This is an optimization exercise on Yosys and OpenROAD, whose aim is small area, not a production implementation. The RTL was checked by simulation tests, not by an equivalence proof against the original design. Power figures rest on the tool's default switching activity, not on a simulated workload.

**flow/flow/run.sh**
```bash
#!/bin/bash
# The standard layout (standard.sh) with two changes: the port buffers are the
# smallest plain buffer cell instead of ORFS's default choice, and clock tree
# synthesis uses clkbuf_8 buffers, clusters of up to 14 sinks and no dummy loads.
set -euo pipefail
export BUFFER_PORTS_ARGS="-buffer_cell sky130_fd_sc_hd__buf_1"
export CTS_ARGS="-sink_clustering_enable -sink_clustering_size 14 -sink_clustering_max_diameter 150 -repair_clock_nets -dont_use_dummy_load -buf_list sky130_fd_sc_hd__clkbuf_8"
bash standard.sh > standard.log 2>&1
```
**flow/standard.sh**
```bash
#!/bin/bash
# synth_recipe.tcl (not shown) runs the flow's synth.tcl, then flattens the netlist and writes it again
# the make line also repeats each setting of config.mk as NAME=value (left out here)
make -C /OpenROAD-flow-scripts/flow DESIGN_CONFIG=/design/flow/config.mk WORK_HOME=/design/flow/orfs CLKGATE_MAP_FILE= SYNTH_SCRIPT=/design/flow/synth_recipe.tcl "${@:-finish}"
```
**flow/config.mk**
```make
export PLATFORM = sky130hd
export DESIGN_NAME = fc_top
export DESIGN_NICKNAME = fc_top
export VERILOG_FILES = /design/flow/design.v
export SDC_FILE = /design/flow/constraint.sdc
export NUM_CORES = 4
export LEC_CHECK = 0
export CAP_MARGIN = 20
export CORE_MARGIN = 2
export CORE_UTILIZATION = 70
export PLACE_DENSITY = 0.85
export SLEW_MARGIN = 20
export SYNTH_HIERARCHICAL = 1
export SYNTH_MINIMUM_KEEP_SIZE = 0
```
**flow/constraint.sdc**
```tcl
create_clock -name core_clock -period 8.0 [get_ports {clk}]
set_input_delay 1.6000 -clock core_clock [delete_from_list [all_inputs] [get_ports {clk}]]
set_output_delay 1.6000 -clock core_clock [all_outputs]
set_load 0.01 [all_outputs]
```
**flow/design.v**
```verilog
module pe_fc(
	input [7:0] xn,
	input [7:0] wn,
	input act,
	input load,
	input loadn,
	input [15:0] bias,
	input [23:0] acc,
	input [2:0] cb,
	output [23:0] acc_n,
	output [2:0] cb_n
);
wire [23:0] base;
genvar gb;
generate for (gb = 0; gb < 16; gb = gb + 1) begin: BASE
	ao u_ao(.a(bias[gb]), .sa(load), .b(acc[gb]), .sb(loadn), .y(base[gb]));
end endgenerate
assign base[16] = (load & ~bias[15]) | (loadn & acc[16]);
assign base[19:17] = acc[19:17] & {3{loadn}};
assign base[22:20] = acc[22:20] | {3{load}};
assign base[23] = acc[23] & loadn;
wire [2:0] cbg = cb & {3{loadn}};
wire p_0_0 = ~(xn[0] | wn[0]);
wire p_0_1 = ~(xn[1] | wn[0]);
wire p_0_2 = ~(xn[2] | wn[0]);
wire p_0_3 = ~(xn[3] | wn[0]);
wire p_0_4 = ~(xn[4] | wn[0]);
wire p_0_5 = ~(xn[5] | wn[0]);
wire p_0_6 = ~(xn[6] | wn[0]);
wire p_1_0 = ~(xn[0] | wn[1]);
wire p_1_1 = ~(xn[1] | wn[1]);
wire p_1_2 = ~(xn[2] | wn[1]);
wire p_1_3 = ~(xn[3] | wn[1]);
wire p_1_4 = ~(xn[4] | wn[1]);
wire p_1_5 = ~(xn[5] | wn[1]);
wire p_1_6 = ~(xn[6] | wn[1]);
wire p_2_0 = ~(xn[0] | wn[2]);
wire p_2_1 = ~(xn[1] | wn[2]);
wire p_2_2 = ~(xn[2] | wn[2]);
wire p_2_3 = ~(xn[3] | wn[2]);
wire p_2_4 = ~(xn[4] | wn[2]);
wire p_2_5 = ~(xn[5] | wn[2]);
wire p_2_6 = ~(xn[6] | wn[2]);
wire p_3_0 = ~(xn[0] | wn[3]);
wire p_3_1 = ~(xn[1] | wn[3]);
wire p_3_2 = ~(xn[2] | wn[3]);
wire p_3_3 = ~(xn[3] | wn[3]);
wire p_3_4 = ~(xn[4] | wn[3]);
wire p_3_5 = ~(xn[5] | wn[3]);
wire p_3_6 = ~(xn[6] | wn[3]);
wire p_4_0 = ~(xn[0] | wn[4]);
wire p_4_1 = ~(xn[1] | wn[4]);
wire p_4_2 = ~(xn[2] | wn[4]);
wire p_4_3 = ~(xn[3] | wn[4]);
wire p_4_4 = ~(xn[4] | wn[4]);
wire p_4_5 = ~(xn[5] | wn[4]);
wire p_4_6 = ~(xn[6] | wn[4]);
wire p_5_0 = ~(xn[0] | wn[5]);
wire p_5_1 = ~(xn[1] | wn[5]);
wire p_5_2 = ~(xn[2] | wn[5]);
wire p_5_3 = ~(xn[3] | wn[5]);
wire p_5_4 = ~(xn[4] | wn[5]);
wire p_5_5 = ~(xn[5] | wn[5]);
wire p_5_6 = ~(xn[6] | wn[5]);
wire p_6_0 = ~(xn[0] | wn[6]);
wire p_6_1 = ~(xn[1] | wn[6]);
wire p_6_2 = ~(xn[2] | wn[6]);
wire p_6_3 = ~(xn[3] | wn[6]);
wire p_6_4 = ~(xn[4] | wn[6]);
wire p_6_5 = ~(xn[5] | wn[6]);
wire p_6_6 = ~(xn[6] | wn[6]);
wire p_7_7 = ~(xn[7] | wn[7]);
wire g_0 = act & (xn[0] | wn[7]);
wire g_1 = act & (xn[1] | wn[7]);
wire g_2 = act & (xn[2] | wn[7]);
wire g_3 = act & (xn[3] | wn[7]);
wire g_4 = act & (xn[4] | wn[7]);
wire g_5 = act & (xn[5] | wn[7]);
wire g_6 = act & (xn[6] | wn[7]);
wire h_0 = act & (xn[7] | wn[0]);
wire h_1 = act & (xn[7] | wn[1]);
wire h_2 = act & (xn[7] | wn[2]);
wire h_3 = act & (xn[7] | wn[3]);
wire h_4 = act & (xn[7] | wn[4]);
wire h_5 = act & (xn[7] | wn[5]);
wire h_6 = act & (xn[7] | wn[6]);
wire n1, n2;
ha u2 (.a(base[5]), .b(p_0_5), .s(n1), .co(n2));
wire n3, n4;
fa u4 (.a(base[6]), .b(p_0_6), .c(p_1_5), .s(n3), .co(n4));
wire n5, n6;
ha u6 (.a(p_2_4), .b(p_3_3), .s(n5), .co(n6));
wire n7, n8;
fa u8 (.a(base[7]), .b(p_1_6), .c(p_2_5), .s(n7), .co(n8));
wire n9, n10;
fa u10 (.a(p_3_4), .b(p_4_3), .c(p_5_2), .s(n9), .co(n10));
wire n11, n12;
ha u12 (.a(p_6_1), .b(g_0), .s(n11), .co(n12));
wire n13, n14;
fa u14 (.a(base[8]), .b(p_2_6), .c(p_3_5), .s(n13), .co(n14));
wire n15, n16;
fa u16 (.a(p_4_4), .b(p_5_3), .c(p_6_2), .s(n15), .co(n16));
wire n17, n18;
ha u18 (.a(g_1), .b(h_1), .s(n17), .co(n18));
wire n19, n20;
fa u20 (.a(base[9]), .b(p_3_6), .c(p_4_5), .s(n19), .co(n20));
wire n21, n22;
fa u22 (.a(p_5_4), .b(p_6_3), .c(g_2), .s(n21), .co(n22));
wire n23, n24;
fa u24 (.a(base[10]), .b(p_4_6), .c(p_5_5), .s(n23), .co(n24));
wire n25, n26;
ha u26 (.a(base[3]), .b(p_0_3), .s(n25), .co(n26));
wire n27, n28;
fa u28 (.a(base[4]), .b(p_0_4), .c(p_1_3), .s(n27), .co(n28));
wire n29, n30;
ha u30 (.a(p_2_2), .b(p_3_1), .s(n29), .co(n30));
wire n31, n32;
fa u32 (.a(p_1_4), .b(p_2_3), .c(p_3_2), .s(n31), .co(n32));
wire n33, n34;
fa u34 (.a(p_4_1), .b(p_5_0), .c(n1), .s(n33), .co(n34));
wire n35, n36;
fa u36 (.a(p_4_2), .b(p_5_1), .c(p_6_0), .s(n35), .co(n36));
wire n37, n38;
fa u38 (.a(n2), .b(n5), .c(n3), .s(n37), .co(n38));
wire n39, n40;
fa u40 (.a(h_0), .b(n6), .c(n11), .s(n39), .co(n40));
wire n41, n42;
fa u42 (.a(n4), .b(n7), .c(n9), .s(n41), .co(n42));
wire n43, n44;
fa u44 (.a(n12), .b(n17), .c(n8), .s(n43), .co(n44));
wire n45, n46;
fa u46 (.a(n10), .b(n13), .c(n15), .s(n45), .co(n46));
wire n47, n48;
fa u48 (.a(h_2), .b(n18), .c(n14), .s(n47), .co(n48));
wire n49, n50;
fa u50 (.a(n16), .b(n19), .c(n21), .s(n49), .co(n50));
wire n51, n52;
fa u52 (.a(p_6_4), .b(g_3), .c(h_3), .s(n51), .co(n52));
wire n53, n54;
fa u54 (.a(n20), .b(n22), .c(n23), .s(n53), .co(n54));
wire n55, n56;
fa u56 (.a(base[11]), .b(p_5_6), .c(p_6_5), .s(n55), .co(n56));
wire n57, n58;
fa u58 (.a(g_4), .b(h_4), .c(n24), .s(n57), .co(n58));
wire n59, n60;
fa u60 (.a(base[12]), .b(p_6_6), .c(g_5), .s(n59), .co(n60));
wire n61, n62;
ha u62 (.a(base[2]), .b(p_0_2), .s(n61), .co(n62));
wire n63, n64;
fa u64 (.a(p_1_2), .b(p_2_1), .c(p_3_0), .s(n63), .co(n64));
wire n65, n66;
fa u66 (.a(p_4_0), .b(n26), .c(n29), .s(n65), .co(n66));
wire n67, n68;
fa u68 (.a(n30), .b(n28), .c(n31), .s(n67), .co(n68));
wire n69, n70;
fa u70 (.a(n32), .b(n35), .c(n34), .s(n69), .co(n70));
wire n71, n72;
fa u72 (.a(n36), .b(n39), .c(n38), .s(n71), .co(n72));
wire n73, n74;
fa u74 (.a(n40), .b(n42), .c(n43), .s(n73), .co(n74));
wire n75, n76;
fa u76 (.a(n44), .b(n46), .c(n47), .s(n75), .co(n76));
wire n77, n78;
fa u78 (.a(n51), .b(n48), .c(n50), .s(n77), .co(n78));
wire n79, n80;
fa u80 (.a(n52), .b(n55), .c(n54), .s(n79), .co(n80));
wire n81, n82;
fa u82 (.a(h_5), .b(n56), .c(n59), .s(n81), .co(n82));
wire n83, n84;
fa u84 (.a(base[13]), .b(g_6), .c(h_6), .s(n83), .co(n84));
wire n85, n86;
ha u86 (.a(base[1]), .b(p_0_1), .s(n85), .co(n86));
wire n87, n88;
fa u88 (.a(p_1_1), .b(p_2_0), .c(n61), .s(n87), .co(n88));
wire n89, n90;
fa u90 (.a(n62), .b(n25), .c(n63), .s(n89), .co(n90));
wire n91, n92;
fa u92 (.a(n64), .b(n27), .c(n65), .s(n91), .co(n92));
wire n93, n94;
fa u94 (.a(n66), .b(n33), .c(n67), .s(n93), .co(n94));
wire n95, n96;
fa u96 (.a(n68), .b(n37), .c(n69), .s(n95), .co(n96));
wire n97, n98;
fa u98 (.a(n41), .b(n70), .c(n71), .s(n97), .co(n98));
wire n99, n100;
fa u100 (.a(n45), .b(n72), .c(n73), .s(n99), .co(n100));
wire n101, n102;
fa u102 (.a(n49), .b(n74), .c(n75), .s(n101), .co(n102));
wire n103, n104;
fa u104 (.a(n53), .b(n76), .c(n77), .s(n103), .co(n104));
wire n105, n106;
fa u106 (.a(n57), .b(n78), .c(n79), .s(n105), .co(n106));
wire n107, n108;
fa u108 (.a(n58), .b(n81), .c(n80), .s(n107), .co(n108));
wire n109, n110;
fa u110 (.a(n60), .b(n83), .c(n82), .s(n109), .co(n110));
wire n111, n112;
fa u112 (.a(base[14]), .b(p_7_7), .c(n84), .s(n111), .co(n112));
wire n113, n114;
ha u114 (.a(base[0]), .b(p_0_0), .s(n113), .co(n114));
wire n115, n116;
fa u116 (.a(n85), .b(p_1_0), .c(n114), .s(n115), .co(n116));
wire n117, n118;
fa u118 (.a(n86), .b(n87), .c(n116), .s(n117), .co(n118));
wire n119, n120;
fa u120 (.a(n88), .b(n89), .c(n118), .s(n119), .co(n120));
wire n121, n122;
fa u122 (.a(n90), .b(n91), .c(n120), .s(n121), .co(n122));
wire n123, n124;
fa u124 (.a(n92), .b(n93), .c(n122), .s(n123), .co(n124));
wire n125, n126;
fa u126 (.a(n94), .b(n95), .c(n124), .s(n125), .co(n126));
wire n127, n128;
fa u128 (.a(n96), .b(n97), .c(cbg[0]), .s(n127), .co(n128));
wire n129, n130;
fa u130 (.a(n98), .b(n99), .c(n128), .s(n129), .co(n130));
wire n131, n132;
fa u132 (.a(n100), .b(n101), .c(n130), .s(n131), .co(n132));
wire n133, n134;
fa u134 (.a(n102), .b(n103), .c(n132), .s(n133), .co(n134));
wire n135, n136;
fa u136 (.a(n104), .b(n105), .c(n134), .s(n135), .co(n136));
wire n137, n138;
fa u138 (.a(n106), .b(n107), .c(n136), .s(n137), .co(n138));
wire n139 = cbg[1] | load;
wire n140, n141;
fa u141 (.a(n108), .b(n109), .c(n139), .s(n140), .co(n141));
wire n142, n143;
fa u143 (.a(n110), .b(n111), .c(n141), .s(n142), .co(n143));
wire n144, n145;
fa u145 (.a(n112), .b(base[15]), .c(n143), .s(n144), .co(n145));
wire n146, n147;
ha u147 (.a(base[16]), .b(n145), .s(n146), .co(n147));
wire n148, n149;
ha u149 (.a(base[17]), .b(n147), .s(n148), .co(n149));
wire n150, n151;
ha u151 (.a(base[18]), .b(cbg[2]), .s(n150), .co(n151));
wire n152, n153;
ha u153 (.a(base[19]), .b(n151), .s(n152), .co(n153));
wire n154, n155;
ha u155 (.a(base[20]), .b(n153), .s(n154), .co(n155));
wire n156, n157;
ha u157 (.a(base[21]), .b(n155), .s(n156), .co(n157));
wire n158, n159;
ha u159 (.a(base[22]), .b(n157), .s(n158), .co(n159));
wire n160 = base[23] ^ n159;
assign acc_n = {n160, n158, n156, n154, n152, n150, n148, n146, n144, n142, n140, n137, n135, n133, n131, n129, n127, n125, n123, n121, n119, n117, n115, n113};
assign cb_n = {n149, n138, n126};
endmodule
module rescale(
	input [11:0] sa,
	input [17:8] sb,
	input [23:14] sc,
	input r_a,
	input r_b,
	input [17:15] tb,
	output r_a_n,
	output r_b_n,
	output [17:15] tb_n,
	output [7:0] q
);
wire n1, n2;
fa u2 (.a(sa[3]), .b(sa[2]), .c(sa[0]), .s(n1), .co(n2));
wire n3, n4;
fa u4 (.a(sa[4]), .b(sa[3]), .c(sa[1]), .s(n3), .co(n4));
wire n5, n6;
fa u6 (.a(sa[5]), .b(sa[4]), .c(sa[2]), .s(n5), .co(n6));
wire n7, n8;
fa u8 (.a(sa[6]), .b(sa[5]), .c(sa[3]), .s(n7), .co(n8));
wire n9, n10;
fa u10 (.a(sa[7]), .b(sa[6]), .c(sa[4]), .s(n9), .co(n10));
wire n11, n12;
fa u12 (.a(sa[8]), .b(sa[7]), .c(sa[5]), .s(n11), .co(n12));
wire n13, n14;
fa u14 (.a(sa[9]), .b(sa[8]), .c(sa[6]), .s(n13), .co(n14));
wire n15, n16;
fa u16 (.a(sa[10]), .b(sa[9]), .c(sa[7]), .s(n15), .co(n16));
wire n17, n18;
fa u18 (.a(sa[11]), .b(sa[10]), .c(sa[8]), .s(n17), .co(n18));
wire n19 = sa[1] | sa[0];
wire n20;
mj u20 (.a(sa[2]), .b(sa[1]), .c(n19), .y(n20));
wire n21 = n1 | n20;
wire n22;
mj u22 (.a(n2), .b(n3), .c(n21), .y(n22));
wire n23;
mj u23 (.a(n4), .b(n5), .c(n22), .y(n23));
wire n24;
mj u24 (.a(n6), .b(n7), .c(n23), .y(n24));
wire n25;
mj u25 (.a(n8), .b(n9), .c(n24), .y(n25));
wire n26;
mj u26 (.a(n10), .b(n11), .c(n25), .y(n26));
wire n27;
mj u27 (.a(n12), .b(n13), .c(n26), .y(n27));
wire n28;
mj u28 (.a(n14), .b(n15), .c(n27), .y(n28));
wire n29;
mj u29 (.a(n16), .b(n17), .c(n28), .y(n29));
wire n30, n31;
fa u31 (.a(sb[12]), .b(sb[11]), .c(sb[9]), .s(n30), .co(n31));
wire n32, n33;
fa u33 (.a(sb[13]), .b(sb[12]), .c(sb[10]), .s(n32), .co(n33));
wire n34, n35;
fa u35 (.a(sb[14]), .b(sb[13]), .c(sb[11]), .s(n34), .co(n35));
wire n36, n37;
fa u37 (.a(sb[15]), .b(sb[14]), .c(sb[12]), .s(n36), .co(n37));
wire n38, n39;
fa u39 (.a(sb[16]), .b(sb[15]), .c(sb[13]), .s(n38), .co(n39));
wire n40, n41;
fa u41 (.a(sb[17]), .b(sb[16]), .c(sb[14]), .s(n40), .co(n41));
wire n42;
mj u42 (.a(sb[11]), .b(sb[10]), .c(sb[8]), .y(n42));
wire n43;
mj u43 (.a(n30), .b(n42), .c(r_a), .y(n43));
wire n44;
mj u44 (.a(n31), .b(n32), .c(n43), .y(n44));
wire n45;
mj u45 (.a(n33), .b(n34), .c(n44), .y(n45));
wire n46, n47;
fa u47 (.a(n35), .b(n36), .c(n45), .s(n46), .co(n47));
wire n48, n49;
fa u49 (.a(n37), .b(n38), .c(n47), .s(n48), .co(n49));
wire n50, n51;
fa u51 (.a(n39), .b(n40), .c(n49), .s(n50), .co(n51));
wire n52, n53;
fa u53 (.a(sc[18]), .b(sc[17]), .c(sc[15]), .s(n52), .co(n53));
wire n54, n55;
fa u55 (.a(sc[19]), .b(sc[18]), .c(sc[16]), .s(n54), .co(n55));
wire n56, n57;
fa u57 (.a(sc[20]), .b(sc[19]), .c(sc[17]), .s(n56), .co(n57));
wire n58, n59;
fa u59 (.a(sc[21]), .b(sc[20]), .c(sc[18]), .s(n58), .co(n59));
wire n60, n61;
fa u61 (.a(sc[22]), .b(sc[21]), .c(sc[19]), .s(n60), .co(n61));
wire n62, n63;
fa u63 (.a(sc[23]), .b(sc[22]), .c(sc[20]), .s(n62), .co(n63));
wire n64;
mj u64 (.a(sc[17]), .b(sc[16]), .c(sc[14]), .y(n64));
wire n65, n66;
fa u66 (.a(n52), .b(n64), .c(r_b), .s(n65), .co(n66));
wire n67, n68;
fa u68 (.a(n53), .b(n54), .c(n66), .s(n67), .co(n68));
wire n69, n70;
fa u70 (.a(n55), .b(n56), .c(n68), .s(n69), .co(n70));
wire n71, n72;
fa u72 (.a(n57), .b(n58), .c(n70), .s(n71), .co(n72));
wire n73, n74;
fa u74 (.a(n59), .b(n60), .c(n72), .s(n73), .co(n74));
wire n75, n76;
fa u76 (.a(n61), .b(n62), .c(n74), .s(n75), .co(n76));
wire n77, n78;
fa u78 (.a(sc[21]), .b(n63), .c(n76), .s(n77), .co(n78));
wire n79, n80;
fa u80 (.a(sc[22]), .b(sc[23]), .c(n78), .s(n79), .co(n80));
assign r_a_n = n29;
assign r_b_n = n51;
assign tb_n = {n50, n48, n46};
wire [27:15] tn = {sc[23], n80, n79, n77, n75, n73, n71, n69, n67, n65, tb};
wire in_range = (&tn[27:22]) | ~(|tn[27:22]);
assign q = in_range ? ~tn[22:15] : (tn[27] ? 8'h7f : 8'h80);
endmodule
module ao(input a, input sa, input b, input sb, output y);
assign y = (a & sa) | (b & sb);
endmodule
module xo(input a, input b, output y);
assign y = a ^ b;
endmodule
module aoi(input a, input sa, input b, input sb, output y);
assign y = ~((a | sb) & (b | sa));
endmodule
module xmux(input [8:0] sel, input [71:0] d, output [7:0] xn);
genvar j;
generate for (j = 0; j < 8; j = j + 1) begin: BIT
	wire a, b, c;
	aoi222 u_a(.a1(sel[0]), .b1(d[j]), .a2(sel[1]), .b2(d[8 + j]), .a3(sel[2]), .b3(d[16 + j]), .y(a));
	aoi222 u_b(.a1(sel[3]), .b1(d[24 + j]), .a2(sel[4]), .b2(d[32 + j]), .a3(sel[5]), .b3(d[40 + j]), .y(b));
	aoi222 u_c(.a1(sel[6]), .b1(d[48 + j]), .a2(sel[7]), .b2(d[56 + j]), .a3(sel[8]), .b3(d[64 + j]), .y(c));
	and3m u_and(.a(a), .b(b), .c(c), .y(xn[j]));
end endgenerate
endmodule
module aoi222(input a1, input b1, input a2, input b2, input a3, input b3, output y);
assign y = ~((a1 & b1) | (a2 & b2) | (a3 & b3));
endmodule
module and3m(input a, input b, input c, output y);
assign y = a & b & c;
endmodule
module fa(input a, input b, input c, output s, output co);
assign s = a ^ b ^ c;
assign co = (a & b) | (a & c) | (b & c);
endmodule
module ha(input a, input b, output s, output co);
assign s = a ^ b;
assign co = a & b;
endmodule
module mj(input a, input b, input c, output y);
assign y = (a & b) | (a & c) | (b & c);
endmodule
module fc_top(
	input wire clk,
	input wire rst_n,
	input wire valid_i,
	input wire [9*8-1:0] data_in,
	input wire [9*8-1:0] weight1,
	input wire [9*8-1:0] weight2,
	input wire [31:0] bias,
	output wire valid_o,
	output wire [7:0] data1_o,
	output wire [7:0] data2_o
);
reg [3:0] cnt;
reg [4:0] num_cnt;
always @(posedge clk or negedge rst_n) begin
	if (!rst_n)
		cnt <= 4'd0;
	else if (valid_i)
		cnt <= 4'd1;
	else if (cnt == 4'd13)
		cnt <= 4'd0;
	else if (cnt != 4'd0)
		cnt <= cnt + 4'd1;
end
always @(posedge clk or negedge rst_n) begin
	if (!rst_n)
		num_cnt <= 5'd0;
	else if (valid_i)
		num_cnt <= num_cnt + 5'd1;
end
assign valid_o = (cnt == 4'd13) && (num_cnt == 5'd0);
wire valid_n = ~valid_i;
reg [63:0] w1_sr, w2_sr;
wire [63:0] w1_sr_n, w2_sr_n;
genvar gw;
generate for (gw = 0; gw < 56; gw = gw + 1) begin: WSR
	aoi u_aoi1(.a(weight1[gw + 8]), .sa(valid_i), .b(w1_sr[gw + 8]), .sb(valid_n), .y(w1_sr_n[gw]));
	aoi u_aoi2(.a(weight2[gw + 8]), .sa(valid_i), .b(w2_sr[gw + 8]), .sb(valid_n), .y(w2_sr_n[gw]));
end endgenerate
assign w1_sr_n[63:56] = weight1[71:64];
assign w2_sr_n[63:56] = weight2[71:64];
always @(posedge clk) begin
	w1_sr <= w1_sr_n;
	w2_sr <= w2_sr_n;
end
wire act = valid_i | ((cnt != 4'd0) && (cnt <= 4'd8));
wire [8:0] dsel;
assign dsel[0] = valid_i;
genvar gk;
generate for (gk = 1; gk < 9; gk = gk + 1) begin: DSEL
	assign dsel[gk] = (cnt == gk);
end endgenerate
wire [7:0] pe_xn;
xmux u_xmux(.sel(dsel), .d(data_in), .xn(pe_xn));
wire winv = (cnt == 4'd1) || (cnt == 4'd3) || (cnt == 4'd5) || (cnt == 4'd7) || (cnt == 4'd8);
wire [7:0] pe_wn1, pe_wn2;
generate for (gw = 0; gw < 8; gw = gw + 1) begin: WOP
	wire m1, m2;
	aoi u_aoi1(.a(weight1[gw]), .sa(valid_i), .b(w1_sr[gw]), .sb(valid_n), .y(m1));
	aoi u_aoi2(.a(weight2[gw]), .sa(valid_i), .b(w2_sr[gw]), .sb(valid_n), .y(m2));
	xo u_xo1(.a(m1), .b(winv), .y(pe_wn1[gw]));
	xo u_xo2(.a(m2), .b(winv), .y(pe_wn2[gw]));
end endgenerate
wire load = (num_cnt == 5'd0) && ((cnt == 4'd0) || (cnt == 4'd13));
wire load_n = ~load;
reg [23:0] acc1, acc2;
reg [2:0] cb1, cb2;
wire [23:0] acc1_n, acc2_n;
wire [2:0] cb1_n, cb2_n;
pe_fc u_pe_fc1(
	.xn(pe_xn), .wn(pe_wn1), .act(act), .load(load), .loadn(load_n), .bias(bias[15:0]),
	.acc(acc1), .cb(cb1), .acc_n(acc1_n), .cb_n(cb1_n)
);
pe_fc u_pe_fc2(
	.xn(pe_xn), .wn(pe_wn2), .act(act), .load(load), .loadn(load_n), .bias(bias[31:16]),
	.acc(acc2), .cb(cb2), .acc_n(acc2_n), .cb_n(cb2_n)
);
always @(posedge clk) begin
	acc1 <= acc1_n;
	acc2 <= acc2_n;
	cb1 <= cb1_n;
	cb2 <= cb2_n;
end
reg s10, s11, s12;
always @(posedge clk) begin
	s10 <= (cnt == 4'd9);
	s11 <= (cnt == 4'd10);
	s12 <= (cnt == 4'd11);
end
wire s10_n = ~s10, s11_n = ~s11, s12_n = ~s12;
wire [11:0] rs_a;
wire [17:8] rs_b;
wire [23:14] rs_c;
genvar gr;
generate for (gr = 0; gr < 12; gr = gr + 1) begin: RSA
	aoi u_aoi(.a(acc1[gr]), .sa(s10), .b(acc2[gr]), .sb(s10_n), .y(rs_a[gr]));
end endgenerate
generate for (gr = 8; gr < 18; gr = gr + 1) begin: RSB
	aoi u_aoi(.a(acc1[gr]), .sa(s11), .b(acc2[gr]), .sb(s11_n), .y(rs_b[gr]));
end endgenerate
generate for (gr = 14; gr < 24; gr = gr + 1) begin: RSC
	aoi u_aoi(.a(acc1[gr]), .sa(s12), .b(acc2[gr]), .sb(s12_n), .y(rs_c[gr]));
end endgenerate
reg rs_ra, rs_rb;
reg [17:15] rs_tb;
reg [7:0] q1;
wire rs_ra_n, rs_rb_n;
wire [17:15] rs_tb_n;
wire [7:0] rs_q;
rescale u_rescale(
	.sa(rs_a), .sb(rs_b), .sc(rs_c), .r_a(rs_ra), .r_b(rs_rb), .tb(rs_tb),
	.r_a_n(rs_ra_n), .r_b_n(rs_rb_n), .tb_n(rs_tb_n), .q(rs_q)
);
always @(posedge clk) begin
	rs_ra <= rs_ra_n;
	rs_rb <= rs_rb_n;
	rs_tb <= rs_tb_n;
	q1 <= rs_q;
end
assign data1_o = q1;
assign data2_o = rs_q;
endmodule
```
==> run notes, run 1 <==
The endpoint kind of the worst setup timing path is an output port. In the final layout, the multi-input gates occupy approximately 6600 µm². In this run the critical register-to-register path is captured at acc2[12]. The combined area of all synthesized cells is 11400 µm².

The worst-case IR drop observed on VDD is slightly above 0.3 mV. STA classifies the critical path startpoint as a flip-flop. The share of the cycle needed by the critical path after routing came out at 0.961. The switching power share of the total came out at 0.425. The number of iterations in the first detailed-routing pass is 6. For hold timing, the worst endpoint is w2_sr[31]. The post-cts sizing count is 0. The die boundary height came out at 132 µm.

The placed cell area is 12300 µm². The run finished with no timing, DRC or antenna violations. The top-level I/O count is ~270. The maximum number of pins on one net before global-route repair came out at 70. The routed design has about 30 mm of wire. The clock transition at the registers of the reported paths is about 0.09 ns. Input and output buffers added on the ports amount to 267. The synthesis-to-layout area growth is 10.2%.

Setup violations remaining at the end of the flow were counted as 0. When the netlist entered floorplanning its net count stood at roughly 1400. The global-route usage over all layers came out at 0.341.

TritonCTS built the clock tree. The area inside the core boundary is 15900 µm². The most common cell in the synthesized netlist is sky130_fd_sc_hd__dfxtp_1. Clock tree synthesis found a total of slightly above 200 sinks.

The maximum fanout encountered on the critical timing path came out at 11. The path depth of the worst reg2reg path is 16. The starting utilization of the core area came out at 0.717. The synthesized flop and latch total came out at between 200 and 250. The commonest cells after synthesis are sky130_fd_sc_hd__dfxtp_1 (198), sky130_fd_sc_hd__o22ai_1 (160), sky130_fd_sc_hd__fa_1 (158). After synthesis, the cell types taking the most area are sky130_fd_sc_hd__dfxtp_1 (35%), sky130_fd_sc_hd__fa_1 (28%), sky130_fd_sc_hd__o22ai_1 (8.8%).

The share of synthesized area in the top cell type comes to 0.347. The post-layout instance area is about 13000 µm². In this run the most critical hold path is launched from w2_sr[39]. The count of vias placed by the detailed router is about 8800. The final core area utilization came out at 0.789. The number of violations of the max-capacitance limit is 0. The share of total power in sequential cells came out at 0.249. The internal portion of the total power is ~3.5 mW. Once layout is complete, the cells apart from fillers number 1413. In the routed layout, each cell is associated on average with a via count of between 6 and 7. The post-detailed-route DRC marker count is 0. For this design the ratio of total power to cell area is approximately 490 nW/µm².

In this run the static leakage power is ~5.0 nW. The detailed placer's ending HPWL came out at between 20 and 25 mm. By startpoint and endpoint, the worst setup path is classified as flip-flop to output port. The min-delay analysis places its worst path in the category flip-flop to flip-flop. The number of setup buffers added after CTS is 0. Setup repair after global routing left no endpoint under its margin.

The final count of pins violating max slew is 0. The post-synthesis instance total came out at between 900 and 1000. The die is approximately 130 µm wide. The required time of the worst setup path is roughly 6.4 ns. Counting flops with a built-in enable in the synthesized netlist gives 0. The global-route wire length before repair is between 40 and 50 mm. The number of antenna violations at the first check in global routing is 7. The sum of overflow across all layers after global routing is 0.

The combined flip-flop and latch cell area is around 4200 µm². In this run the critical register-to-register path is launched from cnt[1]. The per-cell routed wire length came out at 21.0 µm.

The total die area is 17400 µm². The cell depth of the worst min-delay path came out at 1. The actual slew at the worst max-slew pin is roughly 0.86 ns. The power share of the combinational group is 0.666. Summed over all instances, the cell type with the most area after synthesis is sky130_fd_sc_hd__dfxtp_1. The maximum root-to-sink buffer count came out at 3.

The worst slew margin relative to its limit is 0.425. Summed over all nets, the switching power comes to ~2.6 mW. The worst clock skew on the final layout is between 0.04 and 0.05 ns.

The main flop type after synthesis is sky130_fd_sc_hd__dfxtp_1. Clock latency on the worst-skew pair, taken at its later pin, is ~0.52 ns. The share of cells above drive strength 1 is 0.0721. During synthesis, Yosys emitted a total of 7 warnings. The number of distinct standard cells referenced by the synthesized netlist is 38. The top achievable clock speed is about 0.13 GHz.

The via count of the first global-routing pass came out at ~9300. The relative contribution of the clock network to total power came out at 0.085. The final estimated routing congestion in global placement is ~0.90. The number of hold-slack violations in the final timing report came to 0. The sum of negative setup slack came out at 0 ns. The number of nets in the layout came out at roughly 1600. The final-layout fill cell count came out at 1052. The worst path in the final design needs a cycle of around 7.7 ns, including I/O delays and setup. The minimum setup slack among reg-to-reg paths is roughly 1.4 ns. The synthesized area divided by synthesized cell count came out at about 12 µm². The cell row count came out at 46. For this run, asynchronously set or reset flops after synthesis account for 0.0435. The total number of H-tree levels is 1. The number of nets still failing antenna checks after routing is 0. The DRC violation total after the first TritonRoute iteration came out at roughly 660.

The instance count after placement with tap cells included came out at 1390. After layout, the design draws a total of between 6 and 7 mW. Clock tree synthesis selected as its root buffer the cell sky130_fd_sc_hd__clkbuf_8.

Data on the critical path arrives at its endpoint at 6.08 ns. The post-synthesis sequential area ratio came out at 0.367. Hold repair after CTS inserted 0 buffers. The number of buffers inserted during clock tree synthesis is 18.
==> registers in the layout (all words and copies together), names as in the netlist, 3 cells and up <==
register / flops
num_cnt: 5
w1_sr: 64
cnt: 4
w2_sr: 64
cb2: 3
rs_tb: 3
acc2: 24
q1: 8
acc1: 24
cb1: 3
==> power groups by stage <==
stage / clock [mW] / combinational (mW) / sequential, mW
after floorplan: 0 / 4.74 / 1.50
after global placement: 0 / 3.79 / 1.54
after detailed placement: 0 / 4.08 / 1.55
after CTS: 0.532 / 4.09 / 1.53
after global routing: 0.569 / 4.66 / 1.55
final: 0.522 / 4.09 / 1.53
==> per-stage QoR <==
step	worst slack [ns]	hold WS, ns
global placement	0.703	0.390
global route	0.0339	0.398
detailed placement	0.530	0.394
CTS	0.0692	0.389
finish	0.316	0.390
floorplan	0.000886	0.388
==> Yosys stat by module (local to each module, per instance), excerpt <==
| module | flip-flops and latches | cells | times used |
|---|---|---|---|
| fc_top | 207 | 267 | 1 |
| pe_fc | 0 | 123 | 2 |
| fa | 0 | 1 | 158 |
| ha | 0 | 1 | 32 |
| mj | 0 | 1 | 14 |
| aoi222 | 0 | 1 | 24 |
| ao | 0 | 1 | 32 |
| xo | 0 | 1 | 16 |
| and3m | 0 | 1 | 8 |
==> critical path: stages (launching register included) <==
cell and delay, ns:
sky130_fd_sc_hd__dfxtp_2 0.47, sky130_fd_sc_hd__inv_1 0.23, sky130_fd_sc_hd__o22ai_2 0.36, sky130_fd_sc_hd__fa_1 0.47, sky130_fd_sc_hd__fa_1 0.45, sky130_fd_sc_hd__fa_1 0.42
sky130_fd_sc_hd__fa_1 0.42, sky130_fd_sc_hd__fa_1 0.40, sky130_fd_sc_hd__fa_1 0.40, sky130_fd_sc_hd__fa_1 0.39, sky130_fd_sc_hd__fa_1 0.43, sky130_fd_sc_hd__fa_1 0.52
sky130_fd_sc_hd__nor2_1 0.06, sky130_fd_sc_hd__a21oi_2 0.30, sky130_fd_sc_hd__o21ai_1 0.12, sky130_fd_sc_hd__buf_1 0.15
==> routing by layer <==
layer | vias up | routed length [µm] | global-route usage
li1 | 3888 | - | -
met1 | 4286 | 10700 | 0.413
met2 | 484 | 15300 | 0.593
met3 | 100 | 2290 | 0.0584
met4 | 6 | 1450 | 0.170
met5 | - | 47 | 0
==> worst max path at each step <==
stage | startpoint | end | slack [ns] | cells past startpoint
floorplan | valid_i | acc1[12] | 0.0009 | 17
global placement | valid_i | acc2[12] | 0.70 | 15
detailed placement | valid_i | acc2[12] | 0.53 | 15
CTS | s12 | data2_o[1] | 0.07 | 15
global route | s12 | data2_o[5] | 0.03 | 15
finish | s12 | data2_o[1] | 0.32 | 15
==> layout by cell type (no fill, tap or decap), types with 9 or more instances in the layout <==
master                       n
sky130_fd_sc_hd__fa_1      150
sky130_fd_sc_hd__nand2_1    16
sky130_fd_sc_hd__xor2_1     17
sky130_fd_sc_hd__nor2_1    110
sky130_fd_sc_hd__buf_1     266
sky130_fd_sc_hd__and2_1     10
sky130_fd_sc_hd__dfrtp_1     9
sky130_fd_sc_hd__ha_1       34
sky130_fd_sc_hd__o22ai_1   156
sky130_fd_sc_hd__a222oi_1   24
sky130_fd_sc_hd__a22o_1     32
sky130_fd_sc_hd__maj3_2     14
sky130_fd_sc_hd__dfxtp_1   197
sky130_fd_sc_hd__o21a_1     29
sky130_fd_sc_hd__inv_1       9
sky130_fd_sc_hd__buf_4      26
sky130_fd_sc_hd__clkbuf_8   18
==> final cells by class <==
| type | count | share of cell area |
|---|---|---|
| sequential | 207 | 0.333 |
| timing repair buffer | 293 | 0.0954 |
| clock buffer | 18 | 0.0197 |
| multi-input combinational | 664 | 0.526 |
| inverter | 10 | 0.00328 |
| tap | 216 | 0.0215 |
| antenna | 5 | 0.000994 |
==> cells by family (layout without fill, tap and decap cells) <==
group                    after synthesis  in the layout  synth area share
flip-flops                           207            207             0.367
AO/OA/AOI/OAI                        263            263             0.162
adder cells (fa/ha/maj)              206            206             0.328
XOR/XNOR                              23             23            0.0176
buffers and inverters                105            321            0.0580
AND/OR/NAND/NOR                      172            172            0.0677
other                                  0              5                 0
==> inputs of run 2 (changes only) <==
--- a/flow/design.v
+++ b/flow/design.v
@@ -473,12 +473,6 @@
 	.xn(pe_xn), .wn(pe_wn2), .act(act), .load(load), .loadn(load_n), .bias(bias[31:16]),
 	.acc(acc2), .cb(cb2), .acc_n(acc2_n), .cb_n(cb2_n)
 );
-always @(posedge clk) begin
-	acc1 <= acc1_n;
-	acc2 <= acc2_n;
-	cb1 <= cb1_n;
-	cb2 <= cb2_n;
-end
 reg s10, s11, s12;
 always @(posedge clk) begin
 	s10 <= (cnt == 4'd9);
@@ -501,7 +495,6 @@
 end endgenerate
 reg rs_ra, rs_rb;
 reg [17:15] rs_tb;
-reg [7:0] q1;
 wire rs_ra_n, rs_rb_n;
 wire [17:15] rs_tb_n;
 wire [7:0] rs_q;
@@ -513,8 +506,20 @@
 	rs_ra <= rs_ra_n;
 	rs_rb <= rs_rb_n;
 	rs_tb <= rs_tb_n;
-	q1 <= rs_q;
 end
-assign data1_o = q1;
+wire keep_q1 = s12 && (num_cnt == 5'd0);
+wire keep_q1_n = ~keep_q1;
+wire [23:0] acc1_d;
+assign acc1_d[15:0] = acc1_n[15:0];
+generate for (gw = 0; gw < 8; gw = gw + 1) begin: Q1
+	ao u_ao(.a(rs_q[gw]), .sa(keep_q1), .b(acc1_n[16 + gw]), .sb(keep_q1_n), .y(acc1_d[16 + gw]));
+end endgenerate
+always @(posedge clk) begin
+	acc1 <= acc1_d;
+	acc2 <= acc2_n;
+	cb1 <= cb1_n;
+	cb2 <= cb2_n;
+end
+assign data1_o = acc1[23:16];
 assign data2_o = rs_q;
 endmodule
--- a/flow/config.mk
+++ b/flow/config.mk
@@ -7,8 +7,8 @@
 export LEC_CHECK = 0
 export CAP_MARGIN = 20
 export CORE_MARGIN = 2
-export CORE_UTILIZATION = 70
-export PLACE_DENSITY = 0.85
+export CORE_UTILIZATION = 40
+export PLACE_DENSITY = 0.6
 export SLEW_MARGIN = 20
 export SYNTH_HIERARCHICAL = 1
 export SYNTH_MINIMUM_KEEP_SIZE = 0
==> run 2 against run 1 <==
  * Total power hardly changed
  * Non-clock buffer count up 7
  * Clock skew decreased by 0.011 ns
  * Critical path depth unchanged
  * Register-to-register slack gained 0.13 ns
  * Via count is 3.2% lower
==> run notes, run 2 <==
The number of setup violations in the final report came out at 0. The maximum root-to-sink buffer count came out at 2. The number of buffers inserted during clock tree synthesis is 17. For this run, the leading register cell type out of synthesis is sky130_fd_sc_hd__dfxtp_1. The per-cell routed wire length is roughly 20 µm. Yosys instantiated no cell more often than sky130_fd_sc_hd__dfxtp_1.

Max-cap violations in this run came to 0. met2 is the most crowded layer. The final count of pins violating max slew came out at 0. The number of enable flip-flop cells after synthesis came out at 0. The sum of overflow across all layers after global routing came out at 0. The launch instance of the worst min-delay path is w1_sr[29]. STA classifies the critical path endpoint as an output port.

Setup repair after global routing left no endpoint under its margin. In this design, the critical path's most frequently occurring cell is sky130_fd_sc_hd__fa_1. Across every metal layer, demand over resource in global routing totals 0.212. The final routed wirelength across all metal layers came out at about 31 mm.

The sum of negative setup slack is 0 ns. In this run the cell area of the synthesized design comes to roughly 11000 µm². The maximum number of pins on one net before global-route repair is 64. In the layout the commonest cells are sky130_fd_sc_hd__buf_1 (266), sky130_fd_sc_hd__dfxtp_1 (189), sky130_fd_sc_hd__o22ai_1 (157), sky130_fd_sc_hd__fa_1 (150), sky130_fd_sc_hd__nor2_1 (110).

Buffers added to address setup during post-CTS repair amount to 0. The global-route met3 utilization came out at 0.0486. The reg-to-reg startpoint is cnt[1]. The worst slew margin relative to its limit is 0.466. Clock-pin slew was measured on the worst setup and hold paths at ~0.11 ns. The worst clock skew on the final layout is 0.0324 ns. After synthesis, the mean cell area works out to between 10 and 15 µm². The number of nets in the synthesized netlist is roughly 1400. The total of warnings raised by yosys is 7.

Of the cells placed in the final design, the portion with a size suffix greater than 1 is 0.0758. The vias per cell is between 5 and 6. The instance count after placement with tap cells included is between 1500 and 2000. The critical path data arrival time is 6.02 ns. The total of hold buffers inserted after clock tree synthesis is 0. The tightest min-delay check is of the flip-flop to flip-flop type. During I/O placement, the number of pins put on the boundary was ~270. In this run, synthesis produced a sequential element count of between 150 and 200.

At the later pin of the worst-skew pair, clock insertion delay measures 0.48 ns. The met1 track utilization from global routing came out at 0.265. The die boundary height came out at about 170 µm.

For the pin with the worst max-slew slack, the measured transition is between 0.8 and 0.9 ns. The number of antenna violations at the first check in global routing is 3. The number of distinct standard cells referenced by the synthesized netlist came out at 38. The worst vdd rail ir drop is a little over 0.2 mV. The run finished with no timing, DRC or antenna violations. For this design, the slowest cell found on the critical path is sky130_fd_sc_hd__fa_1. The starting utilization of the core area came out at 0.408.

From synthesis to final layout, the design area changed by 11.6%. The top achievable clock speed is 0.131 GHz. The total leakage power is roughly 5 nW. The overall die width is around 170 µm. The first global-routing pass estimated 48.7 mm of wire.

The global-route met2 utilization came out at 0.358. The biggest area contributor in the post-synthesis netlist is sky130_fd_sc_hd__dfxtp_1. The total die area came out at ~30000 µm². The number of hold-slack violations in the final timing report is 0. The via count of the first global-routing pass was a little over 9000. The cell row count came out at 61. The DRC violation total after the first TritonRoute iteration is approximately 640. The end point of the worst hold path is w1_sr[21].

The destination of the worst register-to-register timing path is acc2[12]. The smallest hold slack is roughly 0.37 ns. In this run the worst path has a maximum fanout of 11. The number of buffers added on ports came out at 267. After synthesis, the cell types taking the most area are sky130_fd_sc_hd__dfxtp_1 (33%), sky130_fd_sc_hd__fa_1 (28%), sky130_fd_sc_hd__o22ai_1 (8.8%). TritonCTS built the clock tree. In the final layout, the multi-input gates occupy roughly 6700 µm². The detailed placer's ending HPWL came out at around 26 mm.

The library cell used most frequently in the layout, excluding fill and tap cells, is sky130_fd_sc_hd__buf_1. The detail route stage leaves a number of antenna-violating nets equal to 0. Along the worst hold path, the cell count comes to 1.

The number of iterations in the first detailed-routing pass came out at 8. The combined flip-flop and latch cell area is a little over 4000 µm². At the end of the flow, the number of nets in the layout was 1645. The total number of H-tree levels came out at 4. The time the final worst path needs with I/O delays and setup came out at around 7.6 ns. The number of non-filler instances in the completed layout came out at roughly 1600. The final estimated routing congestion in global placement is between 0.8 and 0.9. Dividing the final minimum period by the clock period gives 0.952. At the worst endpoint, the required time is ~6.4 ns. Of the post-synthesis cell area, the dominant cell type holds 0.334. The count of clock tree sinks is between 150 and 200. The tree is rooted in a sky130_fd_sc_hd__clkbuf_8. The total power per unit cell area came out at 483 nW/µm².

The post-synthesis instance total came out at approximately 1000. The area inside the core boundary came out at 27900 µm². For the worst flop-to-flop path, the logic depth is 15. By count the netlist is led by sky130_fd_sc_hd__dfxtp_1 (190), sky130_fd_sc_hd__o22ai_1 (160), sky130_fd_sc_hd__fa_1 (158). The count of vias placed by the detailed router came out at ~8500.

In this design, the stage delay of the slowest critical-path cell is between 0.5 and 0.6 ns. Traced cell by cell, the critical path runs through inv_1, o22ai_1, fa_1, fa_1, fa_1, fa_1, fa_1, fa_1, fa_1, fa_1, fa_1, nor2_1, a21oi_2, o21ai_1, buf_1. The minimum setup slack among reg-to-reg paths is 1.51 ns.

STA classifies the critical path startpoint as a flip-flop. After synthesis, the share of flip-flops with an asynchronous set or reset is 0.0452. The largest registers in the layout are w1_sr (64), w2_sr (64). The path type of the worst setup path is flip-flop to output port. The post-synthesis sequential area ratio came out at 0.353. The post-detailed-route DRC marker count came out at 0.

The final-layout fill cell count is about 2700.
==> run 2: cell count changes in the layout (fill, tap and decap cells not counted) <==
| cell | change |
|---|---|
| sky130_fd_sc_hd__a22o_1 | +8 |
| sky130_fd_sc_hd__buf_4 | +7 |
| sky130_fd_sc_hd__clkbuf_8 | -1 |
| sky130_fd_sc_hd__dfxtp_1 | -8 |
| sky130_fd_sc_hd__diode_2 | -4 |
| sky130_fd_sc_hd__inv_1 | +1 |
| sky130_fd_sc_hd__o22ai_1 | +1 |
| sky130_fd_sc_hd__o22ai_2 | -1 |
| sky130_fd_sc_hd__or2_1 | +1 |
==> run 2: critical path: cells and delay by family, from the launching register on <==
kind            cells  cell delay (ns)
compound gates      3             0.78
fa+ha+maj           9             3.78
buf+inv             2             0.41
flops               1             0.46
simple gates        1             0.14
==> run 2: layout make-up <==
class | instances | area share
flip-flops and latches | 199 | 0.317
diodes | 1 | 0.000197
multi-input cells | 673 | 0.526
well taps | 378 | 0.0372
clock buffers | 17 | 0.0184
inverters | 11 | 0.00354
repair buffers | 300 | 0.0985
==> run 2: worst max-delay path by stage <==
stage,start,to,slack [ns],cells past startpoint
floorplan,valid_i,acc1[12],0.0009,17
global placement,s12,data2_o[0],0.65,15
detailed placement,s12,data2_o[0],0.51,15
CTS,s12,data2_o[0],0.005,15
global route,s12,data2_o[0],0.10,15
finish,s12,data2_o[0],0.38,15
==> run 2: metal layers <==
metal | up-vias | share of wire
met5 | - | 0.00080
met1 | 4161 | 0.40
met4 | 4 | 0.029
li1 | 3907 | -
met3 | 55 | 0.071
met2 | 358 | 0.50
==> run 2: Yosys stat by module (local to each module, per instance), excerpt <==
| module | cells inside | flip-flops and latches | area [µm²] |
|---|---|---|---|
| fa | 1 | 0 | 20.0 |
| and3m | 1 | 0 | 6.26 |
| pe_fc | 123 | 0 | 669 |
| aoi | 1 | 0 | 6.26 |
| ao | 1 | 0 | 8.76 |
| fc_top | 269 | 199 | 4440 |
| aoi222 | 1 | 0 | 10.0 |
| xo | 1 | 0 | 8.76 |
| ha | 1 | 0 | 12.5 |
| mj | 1 | 0 | 11.3 |
| rescale | 19 | 0 | 126 |
==> run 2: report_power, final <==
group | leakage, nW | switching (mW) | total [mW] | internal [mW]
Sequential | 1.71 | 0.146 | 1.49 | 1.34
Combinational | 3.14 | 2.19 | 4.17 | 1.98
Clock | 0.122 | 0.300 | 0.489 | 0.189
Total | 4.98 | 2.63 | 6.14 | 3.51
==> run 2: cell families after synthesis <==
family / Yosys count / synth area share
AOI/OAI and AO/OA: 271 / 0.168
xor gates and xnor gates: 23 / 0.0177
and+or+nand+nor: 173 / 0.0684
adders and majority gates: 206 / 0.329
DFF: 199 / 0.353
buffers and inverters: 114 / 0.0637
==> run 2: what timing repair did <==
action | CTS | global route
endpoints found under the hold margin | 0 | 0
resized for setup | 0 | 2
endpoints found under the setup margin | 0 | 7
==> run 2: metrics by stage <==
step	instance area (µm²)	power (mW)	worst slack [ns]	utilization
2_1_floorplan	11400	6.27	0.000886	-
3_3_place_gp	12500	5.58	0.646	0.447
3_5_place_dp	12500	5.76	0.510	0.447
4_1_cts	12700	6.24	0.00533	0.455
5_1_grt	12700	6.88	0.104	0.456
6_report	12700	6.14	0.383	0.456

## separate check: timing with driven ports
The flow's constraints put no driver on any port. The routed layouts listed below were extracted and timed again, unchanged, in two steps. Step 1, drivers: a clkbuf_16 drives clk and a buf_2 each remaining input, both assumed. Step 2 times the ports against the registers' clock, not the clock port: input delays grow and output delays shrink by t, the midpoint of the rising clock arrivals with the driver on. Three values: ideal, step 1, step 2; two values: the first two.
run | t (ns) | setup slack, ns | hold WS [ns]
run 1 | 0.533 | 0.316 / 0.276 / 0.510 | 0.390 / 0.390 / 0.390
run 2 | 0.502 | 0.383 / 0.337 / 0.598 | 0.374 / 0.374 / 0.374
After both steps every run listed still meets setup and hold.
